Context: an optimization exercise on an open-source flow, tuned for small area and a short achievable clock period. The choices shown serve that exercise and are no tape-out recipe. No activity file was given, so power comes from the tool's default toggle rates.

job 3153:
==> flow/design.v <==
module ADDER_TREE #(parameter DATA_IN_WIDTH = 8, DATA_OUT_WIDTH = 16)
  (clk, rst_n, ena, data_in1, data_in2, data_out, done, pipe);
  input clk, rst_n, ena;
  input [DATA_IN_WIDTH - 1:0] data_in1, data_in2;
  output [DATA_OUT_WIDTH:0] data_out;
  output done;
  output [6:0] pipe;
  reg        done;
  reg [6:0]  pipe;
  function [8:0] bpp;
    input [7:0] a;
    input [2:0] bits;    
    reg one, two;
    begin
      one = bits[1] ^ bits[0];
      two = (bits[2] & ~bits[1] & ~bits[0]) | (~bits[2] & bits[1] & bits[0]);
      bpp = (({9{one}} & {a[7], a}) | ({9{two}} & {a, 1'b0})) ^ {9{bits[2]}};
    end
  endfunction
  reg [7:0] a1, b1;
  always @(posedge clk)
    if (ena) begin
      a1 <= data_in1;
      b1 <= data_in2;
    end
  wire [8:0]  pp0 = bpp(a1, {b1[1:0], 1'b0});
  wire [8:0]  pp1 = bpp(a1, b1[3:1]);
  wire [11:0] s2  = {{3{pp0[8]}}, pp0} + {{1{pp1[8]}}, pp1, 1'b0, b1[1]};
  reg  [11:0] x2;
  reg  [7:0]  a2;
  reg  [7:3]  b2;
  always @(posedge clk) begin
    x2 <= s2;
    a2 <= a1;
    b2 <= b1[7:3];
  end
  wire [8:0]  pp2 = bpp(a2, b2[5:3]);
  wire [13:0] s3  = {{2{x2[11]}}, x2} + {{{1{pp2[8]}}, pp2, 1'b0, b2[3]}, 2'b0};
  reg  [13:0] x3;
  reg  [7:0]  a3;
  reg  [7:5]  b3;
  always @(posedge clk) begin
    x3 <= s3;
    a3 <= a2;
    b3 <= b2[7:5];
  end
  wire [8:0]  pp3 = bpp(a3, b3[7:5]);
  wire [15:0] s4  = {{2{x3[13]}}, x3} + {{{1{pp3[8]}}, pp3, 1'b0, b3[5]}, 4'b0};
  reg  [15:0] x4;
  reg  [7:0]  a4;
  reg         b4;
  always @(posedge clk) begin
    x4 <= s4;
    a4 <= a3;
    b4 <= b3[7];
  end
  wire [15:0] s5 = x4 + {a4 & {8{b4}}, 1'b0, b4, 6'b0};
  reg  [15:0] x5, x6, x7;
  always @(posedge clk) begin
    x5 <= s5;
    x6 <= x5;
    x7 <= x6;
  end
  reg [15:0] p8;
  always @(posedge clk or negedge rst_n) begin
    if (!rst_n) begin
      pipe <= 7'b0;
      done <= 1'b0;
      p8   <= 16'b0;
    end else begin
      pipe <= {pipe[5:0], pipe[0] | ena};
      done <= pipe[6];
      p8   <= x7 & {16{pipe[6]}};
    end
  end
  assign data_out = {p8[15], p8};
endmodule
==> flow/config.mk <==
export PLATFORM = sky130hd
export DESIGN_NAME = ADDER_TREE
export DESIGN_NICKNAME = ADDER_TREE
export VERILOG_FILES = /design/flow/design.v
export SDC_FILE = /design/flow/constraint.sdc
export NUM_CORES = 4
export LEC_CHECK = 0
export ABC_CLOCK_PERIOD_IN_PS = 1500
export CAP_MARGIN = 20
export CORE_MARGIN = 2
export CORE_UTILIZATION = 40
export CTS_BUF_LIST = sky130_fd_sc_hd__clkbuf_4 sky130_fd_sc_hd__clkbuf_8
export SLEW_MARGIN = 20
==> flow/constraint.sdc <==
create_clock -name core_clock -period 4.0 [get_ports {clk}]
set_input_delay 0.8000 -clock core_clock [delete_from_list [all_inputs] [get_ports {clk}]]
set_output_delay 0.8000 -clock core_clock [all_outputs]
set_load 0.01 [all_outputs]
standard.sh (not shown) runs the stock make flow with config.mk's settings and CLKGATE_MAP_FILE= SYNTH_SCRIPT=/design/flow/synth_recipe.tcl, a recipe that flattens the netlist after the stock synthesis.
==> flow/flow/run.sh <==
#!/bin/bash
# The standard layout (standard.sh), with plain buffers on the ports instead
# of the delay cells buffer_ports picks by default.
set -euo pipefail
export BUFFER_PORTS_ARGS="-buffer_cell sky130_fd_sc_hd__buf_2"
bash standard.sh > standard_make.log 2>&1
Job 3153 was carried through to the last stage, and its layout satisfied the timing, DRC and antenna checks.
Inputs modified between job 3153 and job 5570:
# job 3153
export LEC_CHECK = 0
export ABC_CLOCK_PERIOD_IN_PS = 1500
export CAP_MARGIN = 20
export CORE_MARGIN = 2
export CORE_UTILIZATION = 40
export CTS_BUF_LIST = sky130_fd_sc_hd__clkbuf_4 sky130_fd_sc_hd__clkbuf_8
export SLEW_MARGIN = 20
create_clock -name core_clock -period 4.0 [get_ports {clk}]
# job 5570
export LEC_CHECK = 0
export CAP_MARGIN = 20
export CORE_MARGIN = 2
export CORE_UTILIZATION = 40
export CTS_BUF_LIST = sky130_fd_sc_hd__clkbuf_4 sky130_fd_sc_hd__clkbuf_8
export SLEW_MARGIN = 20
create_clock -name core_clock -period 4.0 [get_ports {clk}]
Findings:
Status: initial standard-cell utilization of the core parity (job 3153, job 5570). Job 5570 -> job 3153: number of filler instances in the final layout delta 0, exact match. Re portion of the layout cell area used by clock cells: no difference whatsoever between job 5570 and job 3153. For post-route clock period utilization, job 3153 and job 5570 come out practically identical. Comparing job 3153 with job 5570, the latest clock arrival within the worst-skew pair came out essentially unchanged. On sequential share of layout area, job 5570 tracks job 3153 almost exactly. Diff job 3153..job 5570 | die area | unchanged. Diff job 3153..job 5570 | number of buffers on the longest clock path | unchanged. Re wire length on met2: no difference whatsoever between job 5570 and job 3153. Comparing job 5570 against job 3153, there is no change at all in worst max-slew margin expressed relative to the limit.
Here is what was changed in the inputs of job 366 compared with job 5570.
==> flow/run.sh (new file) <==
#!/bin/bash
# synth_recipe.tcl (not shown) runs the flow's synth.tcl, then flattens the netlist and writes it again
# the make line also repeats each setting of config.mk as NAME=value (left out here)
make -C /OpenROAD-flow-scripts/flow DESIGN_CONFIG=/design/flow/config.mk WORK_HOME=/design/flow/orfs CLKGATE_MAP_FILE= SYNTH_SCRIPT=/design/flow/synth_recipe.tcl finish
removed: flow/flow/run.sh
removed: flow/standard.sh
Job 366 completed end to end with timing, DRC and antenna clean. Looking at logic gate share of total power, job 366 sits 1.2 points higher than job 5570 does. Sum of internal, switching and leakage power, job 366 vs job 5570: up by a few percent. Final cycle utilization of the critical path was higher in job 5570 than in job 366.
No run of this note included a check of the RTL's function; only the layout flow was run.

what the ideal ports hide:
How much do the figures lean on ideal ports? The routed layouts below were timed once more, with nothing changed but the port constraints.
Step 1 sets driving cells, clkbuf_16 on the clock port and buf_2 on the other inputs (assumed; they add their load-dependent delay and slew).
Step 2 also shifts input and output timing later by t, the mid clock arrival at the registers, as if the neighbouring blocks saw the same clock.
Slacks: no drivers / after step 1 / after step 2; pairs: no drivers / after step 1.
run	t, ns	slack for setup (ns)	slew at the worst register clock pin (ns)	worst slew at a driven data input, ns	cell pins on the clock port's net
job 3153	0.481	0.867 / 0.867 / 0.867	0.09 / 0.09	0.04	1
job 5570	0.481	0.867 / 0.867 / 0.867	0.09 / 0.09	0.04	1
job 366	0.479	0.993 / 0.993 / 0.993	0.10 / 0.10	0.04	1
After both steps setup and hold are still met in every run listed.
